From an optimization exercise on the open Yosys and OpenROAD flow, aimed at small area and a short achievable clock period; shortcuts taken in it are not production practice.
In this exercise RTL edits were held to simulation tests only and were not proved equivalent to the original.

==> design.v <==
module fa (input logic a, b, c, output logic s, co);
  assign s = a ^ b ^ c;
  assign co = (a & b) | (a & c) | (b & c);
endmodule
module ha (input logic a, b, output logic s, co);
  assign s = a ^ b;
  assign co = a & b;
endmodule
module multiplier (input logic [15:0] x, y, output logic [15:0] p);
  logic b1_1;
  logic b2_2;
  logic bn_3;
  logic xn4;
  logic xn5;
  logic xn6;
  logic xn7;
  logic xn8;
  logic xn9;
  logic xn10;
  logic xn11;
  logic xn12;
  logic xn13;
  logic xn14;
  logic xn15;
  logic xn16;
  logic xn17;
  logic xn18;
  logic xn19;
  logic xn20;
  logic pp21;
  logic pp22;
  logic pp23;
  logic pp24;
  logic pp25;
  logic pp26;
  logic pp27;
  logic pp28;
  logic pp29;
  logic pp30;
  logic pp31;
  logic pp32;
  logic pp33;
  logic pp34;
  logic pp35;
  logic pp36;
  logic pp37;
  logic pp38;
  logic b1_39;
  logic b2_40;
  logic bn_41;
  logic xn42;
  logic xn43;
  logic xn44;
  logic xn45;
  logic xn46;
  logic xn47;
  logic xn48;
  logic xn49;
  logic xn50;
  logic xn51;
  logic xn52;
  logic xn53;
  logic xn54;
  logic xn55;
  logic xn56;
  logic xn57;
  logic xn58;
  logic pp59;
  logic pp60;
  logic pp61;
  logic pp62;
  logic pp63;
  logic pp64;
  logic pp65;
  logic pp66;
  logic pp67;
  logic pp68;
  logic pp69;
  logic pp70;
  logic pp71;
  logic pp72;
  logic pp73;
  logic pp74;
  logic pp75;
  logic pp76;
  logic b1_77;
  logic b2_78;
  logic bn_79;
  logic xn80;
  logic xn81;
  logic xn82;
  logic xn83;
  logic xn84;
  logic xn85;
  logic xn86;
  logic xn87;
  logic xn88;
  logic xn89;
  logic xn90;
  logic xn91;
  logic xn92;
  logic xn93;
  logic xn94;
  logic xn95;
  logic xn96;
  logic pp97;
  logic pp98;
  logic pp99;
  logic pp100;
  logic pp101;
  logic pp102;
  logic pp103;
  logic pp104;
  logic pp105;
  logic pp106;
  logic pp107;
  logic pp108;
  logic pp109;
  logic pp110;
  logic pp111;
  logic pp112;
  logic pp113;
  logic pp114;
  logic b1_115;
  logic b2_116;
  logic bn_117;
  logic xn118;
  logic xn119;
  logic xn120;
  logic xn121;
  logic xn122;
  logic xn123;
  logic xn124;
  logic xn125;
  logic xn126;
  logic xn127;
  logic xn128;
  logic xn129;
  logic xn130;
  logic xn131;
  logic xn132;
  logic xn133;
  logic xn134;
  logic pp135;
  logic pp136;
  logic pp137;
  logic pp138;
  logic pp139;
  logic pp140;
  logic pp141;
  logic pp142;
  logic pp143;
  logic pp144;
  logic pp145;
  logic pp146;
  logic pp147;
  logic pp148;
  logic pp149;
  logic pp150;
  logic pp151;
  logic pp152;
  logic b1_153;
  logic b2_154;
  logic bn_155;
  logic xn156;
  logic xn157;
  logic xn158;
  logic xn159;
  logic xn160;
  logic xn161;
  logic xn162;
  logic xn163;
  logic xn164;
  logic xn165;
  logic xn166;
  logic xn167;
  logic xn168;
  logic xn169;
  logic xn170;
  logic xn171;
  logic xn172;
  logic pp173;
  logic pp174;
  logic pp175;
  logic pp176;
  logic pp177;
  logic pp178;
  logic pp179;
  logic pp180;
  logic pp181;
  logic pp182;
  logic pp183;
  logic pp184;
  logic pp185;
  logic pp186;
  logic pp187;
  logic pp188;
  logic pp189;
  logic pp190;
  logic b1_191;
  logic b2_192;
  logic bn_193;
  logic xn194;
  logic xn195;
  logic xn196;
  logic xn197;
  logic xn198;
  logic xn199;
  logic xn200;
  logic xn201;
  logic xn202;
  logic xn203;
  logic xn204;
  logic xn205;
  logic xn206;
  logic xn207;
  logic xn208;
  logic xn209;
  logic xn210;
  logic pp211;
  logic pp212;
  logic pp213;
  logic pp214;
  logic pp215;
  logic pp216;
  logic pp217;
  logic pp218;
  logic pp219;
  logic pp220;
  logic pp221;
  logic pp222;
  logic pp223;
  logic pp224;
  logic pp225;
  logic pp226;
  logic pp227;
  logic pp228;
  logic b1_229;
  logic b2_230;
  logic bn_231;
  logic xn232;
  logic xn233;
  logic xn234;
  logic xn235;
  logic xn236;
  logic xn237;
  logic xn238;
  logic xn239;
  logic xn240;
  logic xn241;
  logic xn242;
  logic xn243;
  logic xn244;
  logic xn245;
  logic xn246;
  logic xn247;
  logic xn248;
  logic pp249;
  logic pp250;
  logic pp251;
  logic pp252;
  logic pp253;
  logic pp254;
  logic pp255;
  logic pp256;
  logic pp257;
  logic pp258;
  logic pp259;
  logic pp260;
  logic pp261;
  logic pp262;
  logic pp263;
  logic pp264;
  logic pp265;
  logic pp266;
  logic b1_267;
  logic b2_268;
  logic bn_269;
  logic xn270;
  logic xn271;
  logic xn272;
  logic xn273;
  logic xn274;
  logic xn275;
  logic xn276;
  logic xn277;
  logic xn278;
  logic xn279;
  logic xn280;
  logic xn281;
  logic xn282;
  logic xn283;
  logic xn284;
  logic xn285;
  logic xn286;
  logic pp287;
  logic pp288;
  logic pp289;
  logic pp290;
  logic pp291;
  logic pp292;
  logic pp293;
  logic pp294;
  logic pp295;
  logic pp296;
  logic pp297;
  logic pp298;
  logic pp299;
  logic pp300;
  logic pp301;
  logic pp302;
  logic pp303;
  logic pp304;
  logic pp305;
  logic pp306;
  logic pp307;
  logic pp308;
  logic pp309;
  logic pp310;
  logic pp311;
  logic pp312;
  logic pp313;
  logic pp314;
  logic pp315;
  logic pp316;
  logic pp317;
  logic pp318;
  logic pp319;
  logic pp320;
  logic s321;
  logic c322;
  logic s323;
  logic c324;
  logic s325;
  logic c326;
  logic s327;
  logic c328;
  logic s329;
  logic c330;
  logic s331;
  logic c332;
  logic s333;
  logic c334;
  logic s335;
  logic c336;
  logic s337;
  logic c338;
  logic s339;
  logic c340;
  logic s341;
  logic c342;
  logic s343;
  logic c344;
  logic s345;
  logic c346;
  logic s347;
  logic c348;
  logic s349;
  logic c350;
  logic s351;
  logic c352;
  logic s353;
  logic c354;
  logic s355;
  logic c356;
  logic s357;
  logic c358;
  logic s359;
  logic c360;
  logic s361;
  logic c362;
  logic s363;
  logic c364;
  logic s365;
  logic c366;
  logic s367;
  logic c368;
  logic s369;
  logic c370;
  logic s371;
  logic c372;
  logic s373;
  logic c374;
  logic s375;
  logic c376;
  logic s377;
  logic c378;
  logic s379;
  logic c380;
  logic s381;
  logic c382;
  logic s383;
  logic c384;
  logic s385;
  logic c386;
  logic s387;
  logic c388;
  logic s389;
  logic c390;
  logic s391;
  logic c392;
  logic s393;
  logic c394;
  logic s395;
  logic c396;
  logic s397;
  logic c398;
  logic s399;
  logic c400;
  logic s401;
  logic c402;
  logic s403;
  logic c404;
  logic s405;
  logic c406;
  logic s407;
  logic c408;
  logic s409;
  logic c410;
  logic s411;
  logic c412;
  logic s413;
  logic c414;
  logic s415;
  logic c416;
  logic s417;
  logic c418;
  logic s419;
  logic c420;
  logic s421;
  logic c422;
  logic s423;
  logic c424;
  logic s425;
  logic c426;
  logic s427;
  logic c428;
  logic s429;
  logic c430;
  logic s431;
  logic c432;
  logic s433;
  logic c434;
  logic s435;
  logic c436;
  logic s437;
  logic c438;
  logic s439;
  logic c440;
  logic s441;
  logic c442;
  logic s443;
  logic c444;
  logic s445;
  logic c446;
  logic s447;
  logic c448;
  logic s449;
  logic c450;
  logic s451;
  logic c452;
  logic s453;
  logic c454;
  logic s455;
  logic c456;
  logic s457;
  logic c458;
  logic s459;
  logic c460;
  logic s461;
  logic c462;
  logic s463;
  logic c464;
  logic s465;
  logic c466;
  logic s467;
  logic c468;
  logic s469;
  logic c470;
  logic s471;
  logic c472;
  logic s473;
  logic c474;
  logic s475;
  logic c476;
  logic s477;
  logic c478;
  logic s479;
  logic c480;
  logic s481;
  logic c482;
  logic s483;
  logic c484;
  logic s485;
  logic c486;
  logic s487;
  logic c488;
  logic s489;
  logic c490;
  logic s491;
  logic c492;
  logic s493;
  logic c494;
  logic s495;
  logic c496;
  logic s497;
  logic c498;
  logic s499;
  logic c500;
  logic s501;
  logic c502;
  logic s503;
  logic c504;
  logic s505;
  logic c506;
  logic s507;
  logic c508;
  logic s509;
  logic c510;
  logic s511;
  logic c512;
  logic s513;
  logic c514;
  logic s515;
  logic c516;
  logic s517;
  logic c518;
  logic s519;
  logic c520;
  logic s521;
  logic c522;
  logic s523;
  logic c524;
  logic s525;
  logic c526;
  logic s527;
  logic c528;
  logic s529;
  logic c530;
  logic s531;
  logic c532;
  logic s533;
  logic c534;
  logic s535;
  logic c536;
  logic s537;
  logic c538;
  logic s539;
  logic c540;
  logic s541;
  logic c542;
  logic s543;
  logic c544;
  logic s545;
  logic c546;
  logic s547;
  logic c548;
  logic s549;
  logic c550;
  logic s551;
  logic c552;
  logic s553;
  logic c554;
  logic s555;
  logic c556;
  logic s557;
  logic c558;
  logic s559;
  logic c560;
  logic s561;
  logic c562;
  logic s563;
  logic c564;
  logic s565;
  logic c566;
  logic s567;
  logic c568;
  logic s569;
  logic c570;
  logic s571;
  logic c572;
  logic s573;
  logic c574;
  logic s575;
  logic c576;
  logic s577;
  logic c578;
  logic s579;
  logic c580;
  logic s581;
  logic c582;
  logic s583;
  logic c584;
  assign b1_1 = y[0] ^ 1'b0;
  assign b2_2 = (y[1] & ~y[0] & ~1'b0) | (~y[1] & y[0] & 1'b0);
  assign bn_3 = y[1] & ~(y[0] & 1'b0);
  assign xn4 = x[0] ^ bn_3;
  assign xn5 = x[1] ^ bn_3;
  assign xn6 = x[2] ^ bn_3;
  assign xn7 = x[3] ^ bn_3;
  assign xn8 = x[4] ^ bn_3;
  assign xn9 = x[5] ^ bn_3;
  assign xn10 = x[6] ^ bn_3;
  assign xn11 = x[7] ^ bn_3;
  assign xn12 = x[8] ^ bn_3;
  assign xn13 = x[9] ^ bn_3;
  assign xn14 = x[10] ^ bn_3;
  assign xn15 = x[11] ^ bn_3;
  assign xn16 = x[12] ^ bn_3;
  assign xn17 = x[13] ^ bn_3;
  assign xn18 = x[14] ^ bn_3;
  assign xn19 = x[15] ^ bn_3;
  assign xn20 = 1'b0 ^ bn_3;
  assign pp21 = (b1_1 & xn4) | (b2_2 & bn_3);
  assign pp22 = (b1_1 & xn5) | (b2_2 & xn4);
  assign pp23 = (b1_1 & xn6) | (b2_2 & xn5);
  assign pp24 = (b1_1 & xn7) | (b2_2 & xn6);
  assign pp25 = (b1_1 & xn8) | (b2_2 & xn7);
  assign pp26 = (b1_1 & xn9) | (b2_2 & xn8);
  assign pp27 = (b1_1 & xn10) | (b2_2 & xn9);
  assign pp28 = (b1_1 & xn11) | (b2_2 & xn10);
  assign pp29 = (b1_1 & xn12) | (b2_2 & xn11);
  assign pp30 = (b1_1 & xn13) | (b2_2 & xn12);
  assign pp31 = (b1_1 & xn14) | (b2_2 & xn13);
  assign pp32 = (b1_1 & xn15) | (b2_2 & xn14);
  assign pp33 = (b1_1 & xn16) | (b2_2 & xn15);
  assign pp34 = (b1_1 & xn17) | (b2_2 & xn16);
  assign pp35 = (b1_1 & xn18) | (b2_2 & xn17);
  assign pp36 = (b1_1 & xn19) | (b2_2 & xn18);
  assign pp37 = (b1_1 & xn20) | (b2_2 & xn19);
  assign pp38 = ~bn_3;
  assign b1_39 = y[2] ^ y[1];
  assign b2_40 = (y[3] & ~y[2] & ~y[1]) | (~y[3] & y[2] & y[1]);
  assign bn_41 = y[3] & ~(y[2] & y[1]);
  assign xn42 = x[0] ^ bn_41;
  assign xn43 = x[1] ^ bn_41;
  assign xn44 = x[2] ^ bn_41;
  assign xn45 = x[3] ^ bn_41;
  assign xn46 = x[4] ^ bn_41;
  assign xn47 = x[5] ^ bn_41;
  assign xn48 = x[6] ^ bn_41;
  assign xn49 = x[7] ^ bn_41;
  assign xn50 = x[8] ^ bn_41;
  assign xn51 = x[9] ^ bn_41;
  assign xn52 = x[10] ^ bn_41;
  assign xn53 = x[11] ^ bn_41;
  assign xn54 = x[12] ^ bn_41;
  assign xn55 = x[13] ^ bn_41;
  assign xn56 = x[14] ^ bn_41;
  assign xn57 = x[15] ^ bn_41;
  assign xn58 = 1'b0 ^ bn_41;
  assign pp59 = (b1_39 & xn42) | (b2_40 & bn_41);
  assign pp60 = (b1_39 & xn43) | (b2_40 & xn42);
  assign pp61 = (b1_39 & xn44) | (b2_40 & xn43);
  assign pp62 = (b1_39 & xn45) | (b2_40 & xn44);
  assign pp63 = (b1_39 & xn46) | (b2_40 & xn45);
  assign pp64 = (b1_39 & xn47) | (b2_40 & xn46);
  assign pp65 = (b1_39 & xn48) | (b2_40 & xn47);
  assign pp66 = (b1_39 & xn49) | (b2_40 & xn48);
  assign pp67 = (b1_39 & xn50) | (b2_40 & xn49);
  assign pp68 = (b1_39 & xn51) | (b2_40 & xn50);
  assign pp69 = (b1_39 & xn52) | (b2_40 & xn51);
  assign pp70 = (b1_39 & xn53) | (b2_40 & xn52);
  assign pp71 = (b1_39 & xn54) | (b2_40 & xn53);
  assign pp72 = (b1_39 & xn55) | (b2_40 & xn54);
  assign pp73 = (b1_39 & xn56) | (b2_40 & xn55);
  assign pp74 = (b1_39 & xn57) | (b2_40 & xn56);
  assign pp75 = (b1_39 & xn58) | (b2_40 & xn57);
  assign pp76 = ~bn_41;
  assign b1_77 = y[4] ^ y[3];
  assign b2_78 = (y[5] & ~y[4] & ~y[3]) | (~y[5] & y[4] & y[3]);
  assign bn_79 = y[5] & ~(y[4] & y[3]);
  assign xn80 = x[0] ^ bn_79;
  assign xn81 = x[1] ^ bn_79;
  assign xn82 = x[2] ^ bn_79;
  assign xn83 = x[3] ^ bn_79;
  assign xn84 = x[4] ^ bn_79;
  assign xn85 = x[5] ^ bn_79;
  assign xn86 = x[6] ^ bn_79;
  assign xn87 = x[7] ^ bn_79;
  assign xn88 = x[8] ^ bn_79;
  assign xn89 = x[9] ^ bn_79;
  assign xn90 = x[10] ^ bn_79;
  assign xn91 = x[11] ^ bn_79;
  assign xn92 = x[12] ^ bn_79;
  assign xn93 = x[13] ^ bn_79;
  assign xn94 = x[14] ^ bn_79;
  assign xn95 = x[15] ^ bn_79;
  assign xn96 = 1'b0 ^ bn_79;
  assign pp97 = (b1_77 & xn80) | (b2_78 & bn_79);
  assign pp98 = (b1_77 & xn81) | (b2_78 & xn80);
  assign pp99 = (b1_77 & xn82) | (b2_78 & xn81);
  assign pp100 = (b1_77 & xn83) | (b2_78 & xn82);
  assign pp101 = (b1_77 & xn84) | (b2_78 & xn83);
  assign pp102 = (b1_77 & xn85) | (b2_78 & xn84);
  assign pp103 = (b1_77 & xn86) | (b2_78 & xn85);
  assign pp104 = (b1_77 & xn87) | (b2_78 & xn86);
  assign pp105 = (b1_77 & xn88) | (b2_78 & xn87);
  assign pp106 = (b1_77 & xn89) | (b2_78 & xn88);
  assign pp107 = (b1_77 & xn90) | (b2_78 & xn89);
  assign pp108 = (b1_77 & xn91) | (b2_78 & xn90);
  assign pp109 = (b1_77 & xn92) | (b2_78 & xn91);
  assign pp110 = (b1_77 & xn93) | (b2_78 & xn92);
  assign pp111 = (b1_77 & xn94) | (b2_78 & xn93);
  assign pp112 = (b1_77 & xn95) | (b2_78 & xn94);
  assign pp113 = (b1_77 & xn96) | (b2_78 & xn95);
  assign pp114 = ~bn_79;
  assign b1_115 = y[6] ^ y[5];
  assign b2_116 = (y[7] & ~y[6] & ~y[5]) | (~y[7] & y[6] & y[5]);
  assign bn_117 = y[7] & ~(y[6] & y[5]);
  assign xn118 = x[0] ^ bn_117;
  assign xn119 = x[1] ^ bn_117;
  assign xn120 = x[2] ^ bn_117;
  assign xn121 = x[3] ^ bn_117;
  assign xn122 = x[4] ^ bn_117;
  assign xn123 = x[5] ^ bn_117;
  assign xn124 = x[6] ^ bn_117;
  assign xn125 = x[7] ^ bn_117;
  assign xn126 = x[8] ^ bn_117;
  assign xn127 = x[9] ^ bn_117;
  assign xn128 = x[10] ^ bn_117;
  assign xn129 = x[11] ^ bn_117;
  assign xn130 = x[12] ^ bn_117;
  assign xn131 = x[13] ^ bn_117;
  assign xn132 = x[14] ^ bn_117;
  assign xn133 = x[15] ^ bn_117;
  assign xn134 = 1'b0 ^ bn_117;
  assign pp135 = (b1_115 & xn118) | (b2_116 & bn_117);
  assign pp136 = (b1_115 & xn119) | (b2_116 & xn118);
  assign pp137 = (b1_115 & xn120) | (b2_116 & xn119);
  assign pp138 = (b1_115 & xn121) | (b2_116 & xn120);
  assign pp139 = (b1_115 & xn122) | (b2_116 & xn121);
  assign pp140 = (b1_115 & xn123) | (b2_116 & xn122);
  assign pp141 = (b1_115 & xn124) | (b2_116 & xn123);
  assign pp142 = (b1_115 & xn125) | (b2_116 & xn124);
  assign pp143 = (b1_115 & xn126) | (b2_116 & xn125);
  assign pp144 = (b1_115 & xn127) | (b2_116 & xn126);
  assign pp145 = (b1_115 & xn128) | (b2_116 & xn127);
  assign pp146 = (b1_115 & xn129) | (b2_116 & xn128);
  assign pp147 = (b1_115 & xn130) | (b2_116 & xn129);
  assign pp148 = (b1_115 & xn131) | (b2_116 & xn130);
  assign pp149 = (b1_115 & xn132) | (b2_116 & xn131);
  assign pp150 = (b1_115 & xn133) | (b2_116 & xn132);
  assign pp151 = (b1_115 & xn134) | (b2_116 & xn133);
  assign pp152 = ~bn_117;
  assign b1_153 = y[8] ^ y[7];
  assign b2_154 = (y[9] & ~y[8] & ~y[7]) | (~y[9] & y[8] & y[7]);
  assign bn_155 = y[9] & ~(y[8] & y[7]);
  assign xn156 = x[0] ^ bn_155;
  assign xn157 = x[1] ^ bn_155;
  assign xn158 = x[2] ^ bn_155;
  assign xn159 = x[3] ^ bn_155;
  assign xn160 = x[4] ^ bn_155;
  assign xn161 = x[5] ^ bn_155;
  assign xn162 = x[6] ^ bn_155;
  assign xn163 = x[7] ^ bn_155;
  assign xn164 = x[8] ^ bn_155;
  assign xn165 = x[9] ^ bn_155;
  assign xn166 = x[10] ^ bn_155;
  assign xn167 = x[11] ^ bn_155;
  assign xn168 = x[12] ^ bn_155;
  assign xn169 = x[13] ^ bn_155;
  assign xn170 = x[14] ^ bn_155;
  assign xn171 = x[15] ^ bn_155;
  assign xn172 = 1'b0 ^ bn_155;
  assign pp173 = (b1_153 & xn156) | (b2_154 & bn_155);
  assign pp174 = (b1_153 & xn157) | (b2_154 & xn156);
  assign pp175 = (b1_153 & xn158) | (b2_154 & xn157);
  assign pp176 = (b1_153 & xn159) | (b2_154 & xn158);
  assign pp177 = (b1_153 & xn160) | (b2_154 & xn159);
  assign pp178 = (b1_153 & xn161) | (b2_154 & xn160);
  assign pp179 = (b1_153 & xn162) | (b2_154 & xn161);
  assign pp180 = (b1_153 & xn163) | (b2_154 & xn162);
  assign pp181 = (b1_153 & xn164) | (b2_154 & xn163);
  assign pp182 = (b1_153 & xn165) | (b2_154 & xn164);
  assign pp183 = (b1_153 & xn166) | (b2_154 & xn165);
  assign pp184 = (b1_153 & xn167) | (b2_154 & xn166);
  assign pp185 = (b1_153 & xn168) | (b2_154 & xn167);
  assign pp186 = (b1_153 & xn169) | (b2_154 & xn168);
  assign pp187 = (b1_153 & xn170) | (b2_154 & xn169);
  assign pp188 = (b1_153 & xn171) | (b2_154 & xn170);
  assign pp189 = (b1_153 & xn172) | (b2_154 & xn171);
  assign pp190 = ~bn_155;
  assign b1_191 = y[10] ^ y[9];
  assign b2_192 = (y[11] & ~y[10] & ~y[9]) | (~y[11] & y[10] & y[9]);
  assign bn_193 = y[11] & ~(y[10] & y[9]);
  assign xn194 = x[0] ^ bn_193;
  assign xn195 = x[1] ^ bn_193;
  assign xn196 = x[2] ^ bn_193;
  assign xn197 = x[3] ^ bn_193;
  assign xn198 = x[4] ^ bn_193;
  assign xn199 = x[5] ^ bn_193;
  assign xn200 = x[6] ^ bn_193;
  assign xn201 = x[7] ^ bn_193;
  assign xn202 = x[8] ^ bn_193;
  assign xn203 = x[9] ^ bn_193;
  assign xn204 = x[10] ^ bn_193;
  assign xn205 = x[11] ^ bn_193;
  assign xn206 = x[12] ^ bn_193;
  assign xn207 = x[13] ^ bn_193;
  assign xn208 = x[14] ^ bn_193;
  assign xn209 = x[15] ^ bn_193;
  assign xn210 = 1'b0 ^ bn_193;
  assign pp211 = (b1_191 & xn194) | (b2_192 & bn_193);
  assign pp212 = (b1_191 & xn195) | (b2_192 & xn194);
  assign pp213 = (b1_191 & xn196) | (b2_192 & xn195);
  assign pp214 = (b1_191 & xn197) | (b2_192 & xn196);
  assign pp215 = (b1_191 & xn198) | (b2_192 & xn197);
  assign pp216 = (b1_191 & xn199) | (b2_192 & xn198);
  assign pp217 = (b1_191 & xn200) | (b2_192 & xn199);
  assign pp218 = (b1_191 & xn201) | (b2_192 & xn200);
  assign pp219 = (b1_191 & xn202) | (b2_192 & xn201);
  assign pp220 = (b1_191 & xn203) | (b2_192 & xn202);
  assign pp221 = (b1_191 & xn204) | (b2_192 & xn203);
  assign pp222 = (b1_191 & xn205) | (b2_192 & xn204);
  assign pp223 = (b1_191 & xn206) | (b2_192 & xn205);
  assign pp224 = (b1_191 & xn207) | (b2_192 & xn206);
  assign pp225 = (b1_191 & xn208) | (b2_192 & xn207);
  assign pp226 = (b1_191 & xn209) | (b2_192 & xn208);
  assign pp227 = (b1_191 & xn210) | (b2_192 & xn209);
  assign pp228 = ~bn_193;
  assign b1_229 = y[12] ^ y[11];
  assign b2_230 = (y[13] & ~y[12] & ~y[11]) | (~y[13] & y[12] & y[11]);
  assign bn_231 = y[13] & ~(y[12] & y[11]);
  assign xn232 = x[0] ^ bn_231;
  assign xn233 = x[1] ^ bn_231;
  assign xn234 = x[2] ^ bn_231;
  assign xn235 = x[3] ^ bn_231;
  assign xn236 = x[4] ^ bn_231;
  assign xn237 = x[5] ^ bn_231;
  assign xn238 = x[6] ^ bn_231;
  assign xn239 = x[7] ^ bn_231;
  assign xn240 = x[8] ^ bn_231;
  assign xn241 = x[9] ^ bn_231;
  assign xn242 = x[10] ^ bn_231;
  assign xn243 = x[11] ^ bn_231;
  assign xn244 = x[12] ^ bn_231;
  assign xn245 = x[13] ^ bn_231;
  assign xn246 = x[14] ^ bn_231;
  assign xn247 = x[15] ^ bn_231;
  assign xn248 = 1'b0 ^ bn_231;
  assign pp249 = (b1_229 & xn232) | (b2_230 & bn_231);
  assign pp250 = (b1_229 & xn233) | (b2_230 & xn232);
  assign pp251 = (b1_229 & xn234) | (b2_230 & xn233);
  assign pp252 = (b1_229 & xn235) | (b2_230 & xn234);
  assign pp253 = (b1_229 & xn236) | (b2_230 & xn235);
  assign pp254 = (b1_229 & xn237) | (b2_230 & xn236);
  assign pp255 = (b1_229 & xn238) | (b2_230 & xn237);
  assign pp256 = (b1_229 & xn239) | (b2_230 & xn238);
  assign pp257 = (b1_229 & xn240) | (b2_230 & xn239);
  assign pp258 = (b1_229 & xn241) | (b2_230 & xn240);
  assign pp259 = (b1_229 & xn242) | (b2_230 & xn241);
  assign pp260 = (b1_229 & xn243) | (b2_230 & xn242);
  assign pp261 = (b1_229 & xn244) | (b2_230 & xn243);
  assign pp262 = (b1_229 & xn245) | (b2_230 & xn244);
  assign pp263 = (b1_229 & xn246) | (b2_230 & xn245);
  assign pp264 = (b1_229 & xn247) | (b2_230 & xn246);
  assign pp265 = (b1_229 & xn248) | (b2_230 & xn247);
  assign pp266 = ~bn_231;
  assign b1_267 = y[14] ^ y[13];
  assign b2_268 = (y[15] & ~y[14] & ~y[13]) | (~y[15] & y[14] & y[13]);
  assign bn_269 = y[15] & ~(y[14] & y[13]);
  assign xn270 = x[0] ^ bn_269;
  assign xn271 = x[1] ^ bn_269;
  assign xn272 = x[2] ^ bn_269;
  assign xn273 = x[3] ^ bn_269;
  assign xn274 = x[4] ^ bn_269;
  assign xn275 = x[5] ^ bn_269;
  assign xn276 = x[6] ^ bn_269;
  assign xn277 = x[7] ^ bn_269;
  assign xn278 = x[8] ^ bn_269;
  assign xn279 = x[9] ^ bn_269;
  assign xn280 = x[10] ^ bn_269;
  assign xn281 = x[11] ^ bn_269;
  assign xn282 = x[12] ^ bn_269;
  assign xn283 = x[13] ^ bn_269;
  assign xn284 = x[14] ^ bn_269;
  assign xn285 = x[15] ^ bn_269;
  assign xn286 = 1'b0 ^ bn_269;
  assign pp287 = (b1_267 & xn270) | (b2_268 & bn_269);
  assign pp288 = (b1_267 & xn271) | (b2_268 & xn270);
  assign pp289 = (b1_267 & xn272) | (b2_268 & xn271);
  assign pp290 = (b1_267 & xn273) | (b2_268 & xn272);
  assign pp291 = (b1_267 & xn274) | (b2_268 & xn273);
  assign pp292 = (b1_267 & xn275) | (b2_268 & xn274);
  assign pp293 = (b1_267 & xn276) | (b2_268 & xn275);
  assign pp294 = (b1_267 & xn277) | (b2_268 & xn276);
  assign pp295 = (b1_267 & xn278) | (b2_268 & xn277);
  assign pp296 = (b1_267 & xn279) | (b2_268 & xn278);
  assign pp297 = (b1_267 & xn280) | (b2_268 & xn279);
  assign pp298 = (b1_267 & xn281) | (b2_268 & xn280);
  assign pp299 = (b1_267 & xn282) | (b2_268 & xn281);
  assign pp300 = (b1_267 & xn283) | (b2_268 & xn282);
  assign pp301 = (b1_267 & xn284) | (b2_268 & xn283);
  assign pp302 = (b1_267 & xn285) | (b2_268 & xn284);
  assign pp303 = (b1_267 & xn286) | (b2_268 & xn285);
  assign pp304 = ~bn_269;
  assign pp305 = x[0] & y[15];
  assign pp306 = x[1] & y[15];
  assign pp307 = x[2] & y[15];
  assign pp308 = x[3] & y[15];
  assign pp309 = x[4] & y[15];
  assign pp310 = x[5] & y[15];
  assign pp311 = x[6] & y[15];
  assign pp312 = x[7] & y[15];
  assign pp313 = x[8] & y[15];
  assign pp314 = x[9] & y[15];
  assign pp315 = x[10] & y[15];
  assign pp316 = x[11] & y[15];
  assign pp317 = x[12] & y[15];
  assign pp318 = x[13] & y[15];
  assign pp319 = x[14] & y[15];
  assign pp320 = x[15] & y[15];
  ha us321 (.a(bn_193), .b(pp103), .s(s321), .co(c322));
  ha us323 (.a(pp104), .b(pp140), .s(s323), .co(c324));
  fa us325 (.a(bn_231), .b(pp105), .c(pp141), .s(s325), .co(c326));
  ha us327 (.a(pp177), .b(pp213), .s(s327), .co(c328));
  fa us329 (.a(pp106), .b(pp142), .c(pp178), .s(s329), .co(c330));
  ha us331 (.a(pp214), .b(pp250), .s(s331), .co(c332));
  fa us333 (.a(bn_269), .b(pp107), .c(pp143), .s(s333), .co(c334));
  fa us335 (.a(pp179), .b(pp215), .c(pp251), .s(s335), .co(c336));
  ha us337 (.a(pp287), .b(pp35), .s(s337), .co(c338));
  fa us339 (.a(pp108), .b(pp144), .c(pp180), .s(s339), .co(c340));
  fa us341 (.a(pp216), .b(pp252), .c(pp288), .s(s341), .co(c342));
  ha us343 (.a(pp36), .b(pp72), .s(s343), .co(c344));
  fa us345 (.a(pp305), .b(pp109), .c(pp145), .s(s345), .co(c346));
  fa us347 (.a(pp181), .b(pp217), .c(pp253), .s(s347), .co(c348));
  fa us349 (.a(pp289), .b(pp37), .c(pp73), .s(s349), .co(c350));
  fa us351 (.a(pp306), .b(bn_3), .c(pp110), .s(s351), .co(c352));
  fa us353 (.a(pp146), .b(pp182), .c(pp218), .s(s353), .co(c354));
  fa us355 (.a(pp254), .b(pp290), .c(pp74), .s(s355), .co(c356));
  fa us357 (.a(pp307), .b(bn_3), .c(pp111), .s(s357), .co(c358));
  fa us359 (.a(pp147), .b(pp183), .c(pp219), .s(s359), .co(c360));
  fa us361 (.a(pp255), .b(pp291), .c(pp75), .s(s361), .co(c362));
  fa us363 (.a(pp308), .b(pp38), .c(pp76), .s(s363), .co(c364));
  fa us365 (.a(pp112), .b(pp148), .c(pp184), .s(s365), .co(c366));
  fa us367 (.a(pp220), .b(pp256), .c(pp292), .s(s367), .co(c368));
  assign s369 = ~(pp309 ^ pp113);
  assign c370 = pp309 | pp113;
  fa us371 (.a(pp149), .b(pp185), .c(pp221), .s(s371), .co(c372));
  ha us373 (.a(pp257), .b(pp293), .s(s373), .co(c374));
  fa us375 (.a(pp310), .b(pp114), .c(pp150), .s(s375), .co(c376));
  fa us377 (.a(pp186), .b(pp222), .c(pp258), .s(s377), .co(c378));
  assign s379 = ~(pp311 ^ pp151);
  assign c380 = pp311 | pp151;
  ha us381 (.a(pp187), .b(pp223), .s(s381), .co(c382));
  fa us383 (.a(pp312), .b(pp152), .c(pp188), .s(s383), .co(c384));
  assign s385 = ~pp313;
  assign c386 = pp313;
  ha us387 (.a(bn_117), .b(pp135), .s(s387), .co(c388));
  ha us389 (.a(pp100), .b(pp136), .s(s389), .co(c390));
  fa us391 (.a(bn_155), .b(pp101), .c(pp137), .s(s391), .co(c392));
  ha us393 (.a(pp173), .b(pp29), .s(s393), .co(c394));
  fa us395 (.a(pp102), .b(pp138), .c(pp174), .s(s395), .co(c396));
  ha us397 (.a(pp30), .b(pp66), .s(s397), .co(c398));
  fa us399 (.a(pp139), .b(pp175), .c(pp211), .s(s399), .co(c400));
  fa us401 (.a(pp31), .b(pp67), .c(s321), .s(s401), .co(c402));
  fa us403 (.a(pp176), .b(pp212), .c(pp32), .s(s403), .co(c404));
  fa us405 (.a(pp68), .b(c322), .c(s323), .s(s405), .co(c406));
  fa us407 (.a(pp249), .b(pp33), .c(pp69), .s(s407), .co(c408));
  fa us409 (.a(c324), .b(s327), .c(s325), .s(s409), .co(c410));
  fa us411 (.a(pp34), .b(pp70), .c(c328), .s(s411), .co(c412));
  fa us413 (.a(s331), .b(c326), .c(s329), .s(s413), .co(c414));
  fa us415 (.a(pp71), .b(c332), .c(s337), .s(s415), .co(c416));
  fa us417 (.a(c330), .b(s333), .c(s335), .s(s417), .co(c418));
  fa us419 (.a(c338), .b(s343), .c(c334), .s(s419), .co(c420));
  fa us421 (.a(c336), .b(s339), .c(s341), .s(s421), .co(c422));
  fa us423 (.a(c344), .b(c340), .c(c342), .s(s423), .co(c424));
  fa us425 (.a(s345), .b(s347), .c(s349), .s(s425), .co(c426));
  fa us427 (.a(c346), .b(c348), .c(c350), .s(s427), .co(c428));
  fa us429 (.a(s351), .b(s353), .c(s355), .s(s429), .co(c430));
  fa us431 (.a(c352), .b(c354), .c(c356), .s(s431), .co(c432));
  fa us433 (.a(s357), .b(s359), .c(s361), .s(s433), .co(c434));
  fa us435 (.a(s363), .b(c358), .c(c360), .s(s435), .co(c436));
  fa us437 (.a(c362), .b(s365), .c(s367), .s(s437), .co(c438));
  fa us439 (.a(c364), .b(s373), .c(c366), .s(s439), .co(c440));
  fa us441 (.a(c368), .b(s369), .c(s371), .s(s441), .co(c442));
  fa us443 (.a(pp294), .b(c374), .c(c370), .s(s443), .co(c444));
  fa us445 (.a(c372), .b(s375), .c(s377), .s(s445), .co(c446));
  fa us447 (.a(pp259), .b(pp295), .c(s381), .s(s447), .co(c448));
  fa us449 (.a(c376), .b(c378), .c(s379), .s(s449), .co(c450));
  fa us451 (.a(pp224), .b(pp260), .c(pp296), .s(s451), .co(c452));
  fa us453 (.a(c382), .b(c380), .c(s383), .s(s453), .co(c454));
  fa us455 (.a(s385), .b(pp189), .c(pp225), .s(s455), .co(c456));
  fa us457 (.a(pp261), .b(pp297), .c(c384), .s(s457), .co(c458));
  fa us459 (.a(pp314), .b(pp190), .c(c386), .s(s459), .co(c460));
  fa us461 (.a(pp226), .b(pp262), .c(pp298), .s(s461), .co(c462));
  assign s463 = ~(pp315 ^ pp227);
  assign c464 = pp315 | pp227;
  ha us465 (.a(pp263), .b(pp299), .s(s465), .co(c466));
  fa us467 (.a(pp316), .b(pp228), .c(pp264), .s(s467), .co(c468));
  assign s469 = ~pp317;
  assign c470 = pp317;
  ha us471 (.a(bn_79), .b(pp25), .s(s471), .co(c472));
  ha us473 (.a(pp26), .b(pp62), .s(s473), .co(c474));
  fa us475 (.a(pp27), .b(pp63), .c(pp99), .s(s475), .co(c476));
  fa us477 (.a(pp28), .b(pp64), .c(c388), .s(s477), .co(c478));
  fa us479 (.a(pp65), .b(c390), .c(s393), .s(s479), .co(c480));
  fa us481 (.a(c394), .b(s397), .c(c392), .s(s481), .co(c482));
  fa us483 (.a(c398), .b(c396), .c(s399), .s(s483), .co(c484));
  fa us485 (.a(c400), .b(s403), .c(c402), .s(s485), .co(c486));
  fa us487 (.a(c404), .b(s407), .c(c406), .s(s487), .co(c488));
  fa us489 (.a(c408), .b(s411), .c(c410), .s(s489), .co(c490));
  fa us491 (.a(c412), .b(s415), .c(c414), .s(s491), .co(c492));
  fa us493 (.a(c416), .b(c418), .c(s419), .s(s493), .co(c494));
  fa us495 (.a(c420), .b(c422), .c(s423), .s(s495), .co(c496));
  fa us497 (.a(c424), .b(c426), .c(s427), .s(s497), .co(c498));
  fa us499 (.a(c428), .b(c430), .c(s431), .s(s499), .co(c500));
  fa us501 (.a(c432), .b(c434), .c(s435), .s(s501), .co(c502));
  fa us503 (.a(c436), .b(c438), .c(s439), .s(s503), .co(c504));
  fa us505 (.a(c440), .b(c442), .c(s443), .s(s505), .co(c506));
  fa us507 (.a(s447), .b(c444), .c(c446), .s(s507), .co(c508));
  fa us509 (.a(s451), .b(c448), .c(c450), .s(s509), .co(c510));
  fa us511 (.a(c452), .b(s455), .c(c454), .s(s511), .co(c512));
  fa us513 (.a(s459), .b(c456), .c(s461), .s(s513), .co(c514));
  fa us515 (.a(c460), .b(s465), .c(c462), .s(s515), .co(c516));
  fa us517 (.a(pp300), .b(c466), .c(c464), .s(s517), .co(c518));
  fa us519 (.a(s469), .b(pp265), .c(pp301), .s(s519), .co(c520));
  fa us521 (.a(pp318), .b(pp266), .c(c470), .s(s521), .co(c522));
  assign s523 = ~pp319;
  assign c524 = pp319;
  ha us525 (.a(bn_41), .b(pp23), .s(s525), .co(c526));
  ha us527 (.a(pp24), .b(pp60), .s(s527), .co(c528));
  fa us529 (.a(pp61), .b(pp97), .c(s471), .s(s529), .co(c530));
  fa us531 (.a(pp98), .b(c472), .c(s473), .s(s531), .co(c532));
  fa us533 (.a(c474), .b(s387), .c(s475), .s(s533), .co(c534));
  fa us535 (.a(s389), .b(c476), .c(s477), .s(s535), .co(c536));
  fa us537 (.a(s391), .b(c478), .c(s479), .s(s537), .co(c538));
  fa us539 (.a(s395), .b(c480), .c(s481), .s(s539), .co(c540));
  fa us541 (.a(s401), .b(c482), .c(s483), .s(s541), .co(c542));
  fa us543 (.a(s405), .b(c484), .c(s485), .s(s543), .co(c544));
  fa us545 (.a(s409), .b(c486), .c(s487), .s(s545), .co(c546));
  fa us547 (.a(s413), .b(c488), .c(s489), .s(s547), .co(c548));
  fa us549 (.a(s417), .b(c490), .c(s491), .s(s549), .co(c550));
  fa us551 (.a(s421), .b(c492), .c(s493), .s(s551), .co(c552));
  fa us553 (.a(s425), .b(c494), .c(s495), .s(s553), .co(c554));
  fa us555 (.a(s429), .b(c496), .c(s497), .s(s555), .co(c556));
  fa us557 (.a(s433), .b(c498), .c(s499), .s(s557), .co(c558));
  fa us559 (.a(s437), .b(c500), .c(s501), .s(s559), .co(c560));
  fa us561 (.a(s441), .b(c502), .c(s503), .s(s561), .co(c562));
  fa us563 (.a(s445), .b(c504), .c(s505), .s(s563), .co(c564));
  fa us565 (.a(s449), .b(c506), .c(s507), .s(s565), .co(c566));
  fa us567 (.a(s453), .b(c508), .c(s509), .s(s567), .co(c568));
  fa us569 (.a(s457), .b(c510), .c(s511), .s(s569), .co(c570));
  fa us571 (.a(c458), .b(s513), .c(c512), .s(s571), .co(c572));
  fa us573 (.a(s463), .b(c514), .c(s515), .s(s573), .co(c574));
  fa us575 (.a(s467), .b(c516), .c(s517), .s(s575), .co(c576));
  fa us577 (.a(c468), .b(s519), .c(c518), .s(s577), .co(c578));
  fa us579 (.a(pp302), .b(s521), .c(c520), .s(s579), .co(c580));
  fa us581 (.a(s523), .b(pp303), .c(c522), .s(s581), .co(c582));
  fa us583 (.a(pp320), .b(pp304), .c(c524), .s(s583), .co(c584));
  logic [31:0] ra, rb, sum;
  assign ra = {s583, s581, s579, s577, c574, s573, c570, c568, c566, c564, c562, c560, c558, c556, c554, c552, c550, c548, c546, c544, c542, c540, c538, c536, c534, c532, c530, c528, c526, pp59, pp22, bn_3};
  assign rb = {c582, c580, c578, c576, s575, c572, s571, s569, s567, s565, s563, s561, s559, s557, s555, s553, s551, s549, s547, s545, s543, s541, s539, s537, s535, s533, s531, s529, s527, s525, 1'b0, pp21};
  logic [31:0] g0, p0;
  assign g0 = ra & rb;
  assign p0 = ra ^ rb;
  logic gg1_1, pp1_1;
  assign gg1_1 = g0[1] | (p0[1] & g0[0]);
  assign pp1_1 = p0[1] & p0[0];
  logic gg1_3, pp1_3;
  assign gg1_3 = g0[3] | (p0[3] & g0[2]);
  assign pp1_3 = p0[3] & p0[2];
  logic gg1_5, pp1_5;
  assign gg1_5 = g0[5] | (p0[5] & g0[4]);
  assign pp1_5 = p0[5] & p0[4];
  logic gg1_7, pp1_7;
  assign gg1_7 = g0[7] | (p0[7] & g0[6]);
  assign pp1_7 = p0[7] & p0[6];
  logic gg1_9, pp1_9;
  assign gg1_9 = g0[9] | (p0[9] & g0[8]);
  assign pp1_9 = p0[9] & p0[8];
  logic gg1_11, pp1_11;
  assign gg1_11 = g0[11] | (p0[11] & g0[10]);
  assign pp1_11 = p0[11] & p0[10];
  logic gg1_13, pp1_13;
  assign gg1_13 = g0[13] | (p0[13] & g0[12]);
  assign pp1_13 = p0[13] & p0[12];
  logic gg1_15, pp1_15;
  assign gg1_15 = g0[15] | (p0[15] & g0[14]);
  assign pp1_15 = p0[15] & p0[14];
  logic gg1_17, pp1_17;
  assign gg1_17 = g0[17] | (p0[17] & g0[16]);
  assign pp1_17 = p0[17] & p0[16];
  logic gg1_19, pp1_19;
  assign gg1_19 = g0[19] | (p0[19] & g0[18]);
  assign pp1_19 = p0[19] & p0[18];
  logic gg1_21, pp1_21;
  assign gg1_21 = g0[21] | (p0[21] & g0[20]);
  assign pp1_21 = p0[21] & p0[20];
  logic gg1_23, pp1_23;
  assign gg1_23 = g0[23] | (p0[23] & g0[22]);
  assign pp1_23 = p0[23] & p0[22];
  logic gg1_25, pp1_25;
  assign gg1_25 = g0[25] | (p0[25] & g0[24]);
  assign pp1_25 = p0[25] & p0[24];
  logic gg1_27, pp1_27;
  assign gg1_27 = g0[27] | (p0[27] & g0[26]);
  assign pp1_27 = p0[27] & p0[26];
  logic gg1_29, pp1_29;
  assign gg1_29 = g0[29] | (p0[29] & g0[28]);
  assign pp1_29 = p0[29] & p0[28];
  logic gg1_31, pp1_31;
  assign gg1_31 = g0[31] | (p0[31] & g0[30]);
  assign pp1_31 = p0[31] & p0[30];
  logic gg2_3, pp2_3;
  assign gg2_3 = gg1_3 | (pp1_3 & gg1_1);
  assign pp2_3 = pp1_3 & pp1_1;
  logic gg2_7, pp2_7;
  assign gg2_7 = gg1_7 | (pp1_7 & gg1_5);
  assign pp2_7 = pp1_7 & pp1_5;
  logic gg2_11, pp2_11;
  assign gg2_11 = gg1_11 | (pp1_11 & gg1_9);
  assign pp2_11 = pp1_11 & pp1_9;
  logic gg2_15, pp2_15;
  assign gg2_15 = gg1_15 | (pp1_15 & gg1_13);
  assign pp2_15 = pp1_15 & pp1_13;
  logic gg2_19, pp2_19;
  assign gg2_19 = gg1_19 | (pp1_19 & gg1_17);
  assign pp2_19 = pp1_19 & pp1_17;
  logic gg2_23, pp2_23;
  assign gg2_23 = gg1_23 | (pp1_23 & gg1_21);
  assign pp2_23 = pp1_23 & pp1_21;
  logic gg2_27, pp2_27;
  assign gg2_27 = gg1_27 | (pp1_27 & gg1_25);
  assign pp2_27 = pp1_27 & pp1_25;
  logic gg2_31, pp2_31;
  assign gg2_31 = gg1_31 | (pp1_31 & gg1_29);
  assign pp2_31 = pp1_31 & pp1_29;
  logic gg3_7, pp3_7;
  assign gg3_7 = gg2_7 | (pp2_7 & gg2_3);
  assign pp3_7 = pp2_7 & pp2_3;
  logic gg3_15, pp3_15;
  assign gg3_15 = gg2_15 | (pp2_15 & gg2_11);
  assign pp3_15 = pp2_15 & pp2_11;
  logic gg3_23, pp3_23;
  assign gg3_23 = gg2_23 | (pp2_23 & gg2_19);
  assign pp3_23 = pp2_23 & pp2_19;
  logic gg3_31, pp3_31;
  assign gg3_31 = gg2_31 | (pp2_31 & gg2_27);
  assign pp3_31 = pp2_31 & pp2_27;
  logic gg4_15, pp4_15;
  assign gg4_15 = gg3_15 | (pp3_15 & gg3_7);
  assign pp4_15 = pp3_15 & pp3_7;
  logic gg4_31, pp4_31;
  assign gg4_31 = gg3_31 | (pp3_31 & gg3_23);
  assign pp4_31 = pp3_31 & pp3_23;
  logic gg5_31, pp5_31;
  assign gg5_31 = gg4_31 | (pp4_31 & gg4_15);
  assign pp5_31 = pp4_31 & pp4_15;
  logic gg7_23, pp7_23;
  assign gg7_23 = gg3_23 | (pp3_23 & gg4_15);
  assign pp7_23 = pp3_23 & pp4_15;
  logic gg8_11, pp8_11;
  assign gg8_11 = gg2_11 | (pp2_11 & gg3_7);
  assign pp8_11 = pp2_11 & pp3_7;
  logic gg8_19, pp8_19;
  assign gg8_19 = gg2_19 | (pp2_19 & gg4_15);
  assign pp8_19 = pp2_19 & pp4_15;
  logic gg8_27, pp8_27;
  assign gg8_27 = gg2_27 | (pp2_27 & gg7_23);
  assign pp8_27 = pp2_27 & pp7_23;
  logic gg9_5, pp9_5;
  assign gg9_5 = gg1_5 | (pp1_5 & gg2_3);
  assign pp9_5 = pp1_5 & pp2_3;
  logic gg9_9, pp9_9;
  assign gg9_9 = gg1_9 | (pp1_9 & gg3_7);
  assign pp9_9 = pp1_9 & pp3_7;
  logic gg9_13, pp9_13;
  assign gg9_13 = gg1_13 | (pp1_13 & gg8_11);
  assign pp9_13 = pp1_13 & pp8_11;
  logic gg9_17, pp9_17;
  assign gg9_17 = gg1_17 | (pp1_17 & gg4_15);
  assign pp9_17 = pp1_17 & pp4_15;
  logic gg9_21, pp9_21;
  assign gg9_21 = gg1_21 | (pp1_21 & gg8_19);
  assign pp9_21 = pp1_21 & pp8_19;
  logic gg9_25, pp9_25;
  assign gg9_25 = gg1_25 | (pp1_25 & gg7_23);
  assign pp9_25 = pp1_25 & pp7_23;
  logic gg9_29, pp9_29;
  assign gg9_29 = gg1_29 | (pp1_29 & gg8_27);
  assign pp9_29 = pp1_29 & pp8_27;
  logic gg10_2, pp10_2;
  assign gg10_2 = g0[2] | (p0[2] & gg1_1);
  assign pp10_2 = p0[2] & pp1_1;
  logic gg10_4, pp10_4;
  assign gg10_4 = g0[4] | (p0[4] & gg2_3);
  assign pp10_4 = p0[4] & pp2_3;
  logic gg10_6, pp10_6;
  assign gg10_6 = g0[6] | (p0[6] & gg9_5);
  assign pp10_6 = p0[6] & pp9_5;
  logic gg10_8, pp10_8;
  assign gg10_8 = g0[8] | (p0[8] & gg3_7);
  assign pp10_8 = p0[8] & pp3_7;
  logic gg10_10, pp10_10;
  assign gg10_10 = g0[10] | (p0[10] & gg9_9);
  assign pp10_10 = p0[10] & pp9_9;
  logic gg10_12, pp10_12;
  assign gg10_12 = g0[12] | (p0[12] & gg8_11);
  assign pp10_12 = p0[12] & pp8_11;
  logic gg10_14, pp10_14;
  assign gg10_14 = g0[14] | (p0[14] & gg9_13);
  assign pp10_14 = p0[14] & pp9_13;
  logic gg10_16, pp10_16;
  assign gg10_16 = g0[16] | (p0[16] & gg4_15);
  assign pp10_16 = p0[16] & pp4_15;
  logic gg10_18, pp10_18;
  assign gg10_18 = g0[18] | (p0[18] & gg9_17);
  assign pp10_18 = p0[18] & pp9_17;
  logic gg10_20, pp10_20;
  assign gg10_20 = g0[20] | (p0[20] & gg8_19);
  assign pp10_20 = p0[20] & pp8_19;
  logic gg10_22, pp10_22;
  assign gg10_22 = g0[22] | (p0[22] & gg9_21);
  assign pp10_22 = p0[22] & pp9_21;
  logic gg10_24, pp10_24;
  assign gg10_24 = g0[24] | (p0[24] & gg7_23);
  assign pp10_24 = p0[24] & pp7_23;
  logic gg10_26, pp10_26;
  assign gg10_26 = g0[26] | (p0[26] & gg9_25);
  assign pp10_26 = p0[26] & pp9_25;
  logic gg10_28, pp10_28;
  assign gg10_28 = g0[28] | (p0[28] & gg8_27);
  assign pp10_28 = p0[28] & pp8_27;
  logic gg10_30, pp10_30;
  assign gg10_30 = g0[30] | (p0[30] & gg9_29);
  assign pp10_30 = p0[30] & pp9_29;
  assign sum[0] = p0[0];
  assign sum[31:1] = p0[31:1] ^ {gg10_30, gg9_29, gg10_28, gg8_27, gg10_26, gg9_25, gg10_24, gg7_23, gg10_22, gg9_21, gg10_20, gg8_19, gg10_18, gg9_17, gg10_16, gg4_15, gg10_14, gg9_13, gg10_12, gg8_11, gg10_10, gg9_9, gg10_8, gg3_7, gg10_6, gg9_5, gg10_4, gg2_3, gg10_2, gg1_1, g0[0]};
  assign p = sum[30:15];
endmodule
module divider (input logic [15:0] N,D,IA0,IA1,IA2,IA3,
                input logic clk, reset, kSave, nSave, dSave, kNextSel,
                input logic [1:0] muxSelB,
                output logic [15:0] quotient, remainder);
  logic [15:0] n, d, k, left, right, p;
  logic s0, s1, s2, s3, sk;
  assign s0 = ~reset & kNextSel & (D[14:13] == 2'd0);
  assign s1 = ~reset & kNextSel & (D[14:13] == 2'd1);
  assign s2 = ~reset & kNextSel & (D[14:13] == 2'd2);
  assign s3 = ~reset & kNextSel & (D[14:13] == 2'd3);
  assign sk = ~reset & ~kNextSel;
  assign left = ({16{s0}} & IA0) | ({16{s1}} & IA1) | ({16{s2}} & IA2) | ({16{s3}} & IA3)
              | ({16{sk}} & k);
  always_comb
    case (muxSelB)
      2'd0: right = N;
      2'd1: right = D;
      2'd2: right = n;
      default: right = d;
    endcase
  multiplier mult(.x(left), .y(right), .p(p));
  always_ff @(posedge clk) begin
    if (nSave | reset) n <= p;
    if (dSave | reset) d <= p;
    if (kSave | reset) k <= ~(p | {16{reset}});
    if (nSave | reset) quotient <= n & {16{~reset}};
  end
  assign remainder = 16'b0;
endmodule
==> flow/run.sh <==
#!/bin/bash
# Own layout flow: the standard flow (standard.sh) with these changes:
#  - synthesis keeps the full-adder and half-adder modules (fa, ha) as their own modules so
#    each becomes one sky130 fa/ha cell, and extracts adders only inside them (not in the rest
#    of the logic, e.g. the final carry-lookahead adder); the netlist is then flattened and
#    renamed exactly as the standard synthesis script does;
#  - the remaining logic is mapped with flow/abc.script (ABC map with area recovery, no
#    buffering or sizing: the layout's repair sizes cells with real wire loads);
#  - port buffers are small buf cells instead of the default delay-buffer cell;
#  - timing repair aims for extra setup margin (SETUP_SLACK_MARGIN).
set -euo pipefail
W=$PWD
export SYNTH_KEEP_MODULES="fa ha"
export BUFFER_PORTS_ARGS="-buffer_cell sky130_fd_sc_hd__buf_1"
export ABC_AREA=1
export SETUP_SLACK_MARGIN=8.4
sed 's#^  extract_fa {\*}\[dont_use_extract_fa_args\]$#  extract_fa {*}[dont_use_extract_fa_args] fa ha#' \
  "$FLOW_HOME/scripts/synth.tcl" > "$W/synth_mod.tcl"
grep -q 'extract_fa {\*}\[dont_use_extract_fa_args\] fa ha' "$W/synth_mod.tcl"
# abc: our own mapping script (flow/abc.script) in place of ORFS's
sed -i 's#^  log_cmd abc {\*}\$abc_args$#  set abc_args [lreplace $abc_args 1 1 $::env(OWN_ABC_SCRIPT)]\n&#' "$W/synth_mod.tcl"
grep -q 'OWN_ABC_SCRIPT' "$W/synth_mod.tcl"
export OWN_ABC_SCRIPT="$W/flow/abc.script"
sed "s#\$::env(SCRIPTS_DIR)/synth.tcl#$W/synth_mod.tcl#" "$W/synth_recipe.tcl" > "$W/own_synth.tcl"
grep -q "source $W/synth_mod.tcl" "$W/own_synth.tcl"
sed "s#SYNTH_SCRIPT=[^ ]*#SYNTH_SCRIPT=$W/own_synth.tcl#" "$W/standard.sh" > "$W/own_standard.sh"
grep -q "SYNTH_SCRIPT=$W/own_synth.tcl" "$W/own_standard.sh"
bash "$W/own_standard.sh" > "$W/standard_flow.log" 2>&1
==> flow/abc.script <==
strash
dch
map -D 2000
topo
stime -c
==> standard.sh <==
#!/bin/bash
# synth_recipe.tcl (not shown) runs the flow's synth.tcl, then flattens the netlist and writes it again
# the make line also repeats each setting of config.mk as NAME=value (left out here)
make -C /OpenROAD-flow-scripts/flow DESIGN_CONFIG=/design/flow/config.mk WORK_HOME=/design/flow/orfs CLKGATE_MAP_FILE= SYNTH_SCRIPT=/design/flow/synth_recipe.tcl "${@:-finish}"
==> config.mk <==
export PLATFORM = sky130hd
export DESIGN_NAME = divider
export DESIGN_NICKNAME = divider
export VERILOG_FILES = /design/flow/design.v
export SDC_FILE = /design/flow/constraint.sdc
export NUM_CORES = 4
export LEC_CHECK = 0
export CAP_MARGIN = 20
export CORE_MARGIN = 2
export CORE_UTILIZATION = 40
export CTS_BUF_LIST = sky130_fd_sc_hd__clkbuf_8
export SLEW_MARGIN = 20
==> constraint.sdc <==
create_clock -name core_clock -period 18.0 [get_ports {clk}]
set_input_delay 3.6000 -clock core_clock [delete_from_list [all_inputs] [get_ports {clk}]]
set_output_delay 3.6000 -clock core_clock [all_outputs]
set_load 0.01 [all_outputs]
==> flow_metrics.tcl, run 1 <==
set metrics [dict create \
    synth_ff_type "edfxtp_1" \
    ys_top_cells_by_area "fa_1 (24%), edfxtp_1 (21%), xor2_1 (11%)" \
    grt_setup_unrepaired "false" \
    finalNetCount 1502 \
    synth_cell_types 32 \
    path_max_fanout 11 \
    rr_startpoint "n[13]" \
    fin_setup_tns_ns 0 \
    yosysMostFrequentCell "nor2_1" \
    grt_remaining_overflow 0 \
    tightest_slew_ns 0.837 \
    drt-total-wl_mm 30.7 \
    syn_area_sq_um 9070 \
    arrival_ns 9.46 \
    synth_edf_count 64 \
    core_sq_um 22400 \
    grt_max_degree 33 \
    cts_sinks 64 \
    gp_congestion 0.886 \
    grt_antenna_before_repair 0 \
    hold_class "reg -> reg" \
    postSynthCellCount 1057 \
    multi_input_area_sq_um 7050 \
    n_fill_cell 2152 \
    fin_crit_sh_pct 52.0 \
    crit_path_frequent_cell "fa_1" \
    synth_top_area_share_pct 23.8 \
    grt_use_total_pct 24.9 \
    rrSetupSlack_ns 12.01 \
    num_vias 8664 \
    hold_depth 2 \
    synth_area_leader_cell "fa_1" \
    ios 136 \
    cts_tree "done" \
    cts_buffers 9 \
    synthTopCellsByCount "nor2_1 (143), nand2_1 (136), clkinv_1 (135)" \
    ys_seq_area_share_pct 21.2 \
    drc 0 \
    setup_violations 0 \
    initialDrtViolationCount 808 \
    worstSetupStartpointType "input port" \
    via_per_inst 5.55 \
    hp-start "n[5]" \
    async_flop_share_pct 0 \
    postSynthAreaPerCell_sq_um 8.58 \
    drt-wirelength-per-cell_um 19.6 \
    max_cap_viol_count 0 \
    worst_slew_margin_rel_pct 44.2 \
    r2r-end "d[14]" \
    start_util_pct 40.4 \
    cp_slowest_cell "fa_1" \
    clk_path_buf_depth 2 \
    period_needed_ns 9.36 \
    worstRegToRegCells 24 \
    drtAntennaViolNets 0 \
    die_x_um 155 \
    die_area_sq_um 23900 \
    final_area_sq_um 11300 \
    critPathCaptureType "register" \
    die_h_um 155 \
    dpl.hpwl_mm 23.1 \
    max_freq_mhz 107 \
    postPlaceCellArea_sq_um 10100 \
    hold_buffers 0 \
    synth_seq_cells 64 \
    grt_pass1_wl_mm 46.3 \
    required_ns 18.10 \
    numPortBuffers 119 \
    h-tree-depth 3 \
    area_growth_pct 24.7 \
    finalMaxSlewViolations 0 \
    seqCellArea_sq_um 1920 \
    cts-root-buf "clkbuf_8" \
    slowest_delay_ns 0.50 \
    drive_gt1_share_pct 18.1 \
    clk_latency_ns 0.34 \
    dr.pass1.iters 5 \
    skew_ns 0.0118 \
    min_to "quotient[5]" \
    n_antenna_cell 0 \
    grt_pass1_vias 8650 \
    clkTransAtPathRegs_ns 0.08 \
    status "complete, no violations" \
    hold_viol_final 0 \
    path_class "in -> reg" \
    rows 55 \
    ys_warn_count 1 \
]
[critical path, delay by kind of cell]
family                     cells  cell delay [ns]
adders and majority gates      4             1.93
and+or+nand+nor               11             1.52
AOI/OAI and AO/OA              6             1.22
buffers and inverters          6             0.97
xor gates and xnor gates       1             0.19
[stage by stage]
step / util (%) / hold WS, ns / cells / setup WS [ns]
global placement: 44.9 / 0.568 / 1485 / 7.32
global route: 50.4 / 0.634 / 1562 / 8.35
floorplan: - / 0.546 / 1072 / 8.40
CTS: 47.1 / 0.596 / 1513 / 8.40
detailed placement: 44.9 / 0.576 / 1485 / 7.26
finish: 50.4 / 0.594 / 1562 / 8.64
[worst max path at each step]
stage	startpoint	end	slack, ns
global route	D[14]	d[12]	8.35
finish	reset	d[14]	8.64
detailed placement	reset	n[15]	7.26
global placement	reset	d[15]	7.32
CTS	reset	d[15]	8.40
floorplan	muxSelB[0]	d[12]	8.40
[per-layer routing]
| metal | track usage (%) | wire [um] |
|---|---|---|
| met5 | 0 | 0 |
| met3 | 4.34 | 2290 |
| met1 | 32.2 | 13000 |
| met4 | 8.47 | 898 |
| met2 | 42.2 | 14500 |
[cells by family (layout without fill, tap and decap cells)]
| group | count (synthesis) | in the layout | synth area share (%) |
|---|---|---|---|
| AO/OA/AOI/OAI | 246 | 246 | 17.5 |
| AND/OR/NAND/NOR | 341 | 342 | 15.7 |
| XOR/XNOR | 129 | 129 | 12.5 |
| flip-flops | 64 | 64 | 21.2 |
| adder cells (fa/ha/maj) | 125 | 125 | 26.2 |
| other | 1 | 16 | 0.0413 |
| buffers and inverters | 151 | 355 | 6.91 |
[layout by cell type (no fill, tap or decap), types with 17 or more instances in the layout]
| master | instances |
|---|---|
| clkinv_1 | 118 |
| ha_1 | 17 |
| a21oi_1 | 19 |
| a22oi_1 | 19 |
| o22ai_1 | 118 |
| nand2_1 | 128 |
| edfxtp_1 | 64 |
| xor2_2 | 18 |
| fa_1 | 102 |
| nor2_1 | 122 |
| o21ai_0 | 26 |
| buf_1 | 116 |
| xor2_1 | 94 |
| buf_4 | 71 |
[registers in the layout (all words and copies together) (netlist names)]
signal,flops
d,16
k,16
n,16
quotient,16
[final cells by class]
cell class | count | area share [%]
tap | 285 | 3.15
inverter | 135 | 4.79
clock buffer | 9 | 1.10
clock inverter | 6 | 0.553
timing repair buffer | 205 | 11.1
sequential | 64 | 17.0
multi-input combinational | 858 | 62.3
[modules after synthesis (local to each module, per instance)]
module / flops+latches / copies in the design / area [sq um]
divider: 64 / 1 / 6700
fa: 0 / 108 / 20.0
ha: 0 / 17 / 12.5
[repair_timing]
item | in CTS | in global routing
gates resized for setup | 40 | 79
setup endpoints to repair | 45 | 45
pin swaps | 4 | 14
buffers inserted | 12 | 48
cloned | 1 | 1
==> run 2, diff against run 1 <==
--- a/flow/run.sh
+++ b/flow/run.sh
@@ -13,7 +13,7 @@
 export SYNTH_KEEP_MODULES="fa ha"
 export BUFFER_PORTS_ARGS="-buffer_cell sky130_fd_sc_hd__buf_1"
 export ABC_AREA=1
-export SETUP_SLACK_MARGIN=8.4
+export SETUP_SLACK_MARGIN=8.2
 sed 's#^  extract_fa {\*}\[dont_use_extract_fa_args\]$#  extract_fa {*}[dont_use_extract_fa_args] fa ha#' \
   "$FLOW_HOME/scripts/synth.tcl" > "$W/synth_mod.tcl"
 grep -q 'extract_fa {\*}\[dont_use_extract_fa_args\] fa ha' "$W/synth_mod.tcl"
==> flow/abc.script (replaced) <==
strash
dch
map -B 0.9
topo
stime -c
==> run 2 against run 1 <==
  * Via count fell by 5.1%
  * Synthesized area fell by 1.5%
  * Sequential share of layout area rose by 1.3 points
  * First-iteration DRC count fell by 23%
==> flow_metrics.tcl, run 2 <==
set metrics [dict create \
    fin_crit_sh_pct 52.3 \
    path_class "in -> reg" \
    ys_warn_count 1 \
    postSynthAreaPerCell_sq_um 8.57 \
    drt-wirelength-per-cell_um 18.7 \
    worstSetupStartpointType "input port" \
    arrival_ns 9.50 \
    synthTopCellsByCount "nand2_1 (175), clkinv_1 (129), o22ai_1 (124), xor2_1 (124), nor2_1 (121)" \
    final_common_cell "nand2_1" \
    mostFrequentLayoutCells "nand2_1 (165), xor2_1 (124), o22ai_1 (124), buf_1 (117), clkinv_1 (116)" \
    grt_max_degree 39 \
    dpl.hpwl_mm 21.7 \
    ys_top_cells_by_area "fa_1 (24%), edfxtp_1 (22%), xor2_1 (12%)" \
    start_util_pct 40.8 \
    die_area_sq_um 23500 \
    grt_antenna_before_repair 0 \
    dp_cells 1460 \
    drt-total-wl_mm 28.1 \
    synth_seq_cells 64 \
    synthSimpleGateAreaFrac_pct 16.2 \
    slowest_delay_ns 0.57 \
    status "complete, no violations" \
    path_max_fanout 26 \
    finalMaxSlewViolations 0 \
    die_h_um 153 \
    postSynthCellCount 1043 \
    cts-root-buf "clkbuf_8" \
    cts_buffers 9 \
    cp_slowest_cell "fa_1" \
    hold_class "reg -> reg" \
    gp_congestion 0.966 \
    clk_latency_ns 0.35 \
    die_x_um 153 \
    fin_setup_tns_ns 0 \
    hold_buffers 0 \
    synth_edf_count 64 \
    drtAntennaViolNets 0 \
    synth_cell_types 27 \
    synth_ff_type "edfxtp_1" \
    dr.pass1.iters 5 \
    fin_cells 1504 \
    critPathCaptureType "register" \
    initialDrtViolationCount 622 \
    synth_top_family_by_area "adder cells" \
    grt_remaining_overflow 0 \
    n_fill_cell 2151 \
    rows 54 \
    cts_sinks 64 \
    ios 136 \
    async_flop_share_pct 0 \
    yosysMostFrequentCell "nand2_1" \
    area_growth_pct 17.8 \
    finalNetCount 1448 \
    worst_slew_margin_rel_pct 46.0 \
    h-tree-depth 3 \
    hold_viol_final 0 \
    grt_setup_unrepaired "false" \
    core_sq_um 21900 \
    n_antenna_cell 0 \
    num_vias 8219 \
    drive_gt1_share_pct 10.6 \
    synth_top_area_share_pct 24.2 \
    skew_ns 0.0120 \
    setup_violations 0 \
    synthAdderAreaFrac_pct 26.6 \
    syn_area_sq_um 8930 \
    clkTransAtPathRegs_ns 0.07 \
    ys_seq_area_share_pct 21.5 \
    synth_area_leader_cell "fa_1" \
    max_freq_mhz 106 \
    required_ns 18.09 \
    synth-compound-area-share_pct 15.2 \
    synthMuxAreaShare_pct 0 \
    tightest_slew_ns 0.809 \
    via_per_inst 5.46 \
    grt_pass1_wl_mm 44.2 \
    grt_pass1_vias 8242 \
    drc 0 \
    synthXorXnorAreaFrac_pct 13.6 \
    crit_path_frequent_cell "nand2_1" \
    grt_use_total_pct 23.9 \
    max_cap_viol_count 0 \
    clk_path_buf_depth 2 \
    period_needed_ns 9.42 \
    numPortBuffers 119 \
    cts_tree "done" \
]
==> run 2: changes by cell type after synthesis, moves of 10 or more <==
| cell | delta |
|---|---|
| o21a_1 | -15 |
| xor2_1 | +11 |
| nand2_1 | +39 |
| a22oi_1 | -20 |
| a22o_2 | +10 |
| a21oi_1 | -13 |
| and2_2 | -16 |
| nand3_1 | +25 |
| nor2_1 | -22 |
| nor3_1 | -11 |
==> run 2: worst paths after layout <==
| kind | from | cells after the start | to | slack (ns) |
|---|---|---|---|---|
| max | muxSelB[1] | 25 | k[10] | 8.58 |
| min | n[9] | 2 | quotient[9] | 0.59 |
| max reg2reg | n[1] | 24 | k[10] | 11.97 |
| min reg2reg | n[9] | 2 | quotient[9] | 0.59 |
==> run 2: repair_timing <==
item | CTS | global route
cloned | 0 | 1
pin swaps | 3 | 2
hold endpoints to repair | 0 | 0
endpoints found under the setup margin | 47 | 43
buffers inserted | 7 | 20
resized for setup | 24 | 29
==> run 2: kinds of logic after synthesis <==
kind of cell / after synthesis
AOI/OAI and AO/OA: 211
buffers and inverters: 145
and+or+nand+nor: 358
adders and majority gates: 125
xor gates and xnor gates: 139
other: 1
DFF: 64
==> run 2: metal layers <==
metal / part of all wire, % / up-vias / global-route usage [%]
li1: - / 3916 / -
met5: 0 / - / 0
met4: 2.6 / 0 / 6.95
met2: 47 / 364 / 39.2
met3: 7.8 / 43 / 4.08
met1: 43 / 3896 / 32.8
==> run 2: final cells by class <==
class / count / area (sq um) / share of cell area, %
Multi-Input combinational cell: 849 / 6610 / 62.8
Sequential cell: 64 / 1920 / 18.3
Timing Repair Buffer: 165 / 817 / 7.76
Inverter: 129 / 571 / 5.42
Tap cell: 280 / 350 / 3.33
Clock buffer: 9 / 124 / 1.18
Clock inverter: 7 / 119 / 1.13
Timing Repair inverter: 1 / 7.51 / 0.0713
==> run 2: metrics by stage <==
| step | util (%) | cell area, sq um | setup slack, ns | hold slack [ns] |
|---|---|---|---|---|
| after floorplan | - | 8990 | 8.30 | 0.546 |
| after global placement | 45.2 | 9890 | 7.32 | 0.567 |
| after detailed placement | 45.2 | 9890 | 7.17 | 0.571 |
| after CTS | 46.7 | 10200 | 8.21 | 0.588 |
| after global routing | 48.1 | 10500 | 8.20 | 0.639 |
| final | 48.1 | 10500 | 8.58 | 0.591 |
==> run 2: per-module statistics from Yosys, one instance, submodules excluded <==
module	cells	area, sq um	flip-flops and latches
divider	918	6560	64
fa	1	20.0	0
ha	1	12.5	0
==> run 2: critical path: cells and delay by family <==
kind,cells,cell delay [ns]
AND/OR/NAND/NOR,12,2.23
AO/OA/AOI/OAI,2,0.31
buffers and inverters,5,0.97
adder cells (fa/ha/maj),4,1.76
XOR/XNOR,2,0.62

what the ideal ports hide:
The flow's constraints put no driver on any port. The routed layouts listed below were extracted and timed again, unchanged, in two steps. Step 1 assumes that a clkbuf_16 drives the clock port and a buf_2 every other input. Step 2 adds t to the input delays and takes it off the output delays; t is the mean of the earliest and latest rising clock arrival at the registers after step 1. Input paths then give back, and output paths get back, about the clock's delay inside the block. Slacks: ideal / step 1 / step 2; pairs: ideal / step 1.
run | shift t [ns] | setup slack, ns | slew at the worst register clock pin (ns) | worst data-port slew with drivers (ns)
run 1 | 0.366 | 8.637 / 8.644 / 8.278 | 0.08 / 0.08 | 0.04
run 2 | 0.374 | 8.582 / 8.590 / 8.216 | 0.08 / 0.08 | 0.04
After both steps setup and hold are still met in every run listed. For run 2, which loses most, drivers alone change the setup slack by +0.008 ns; drivers and shift together by -0.366 ns.
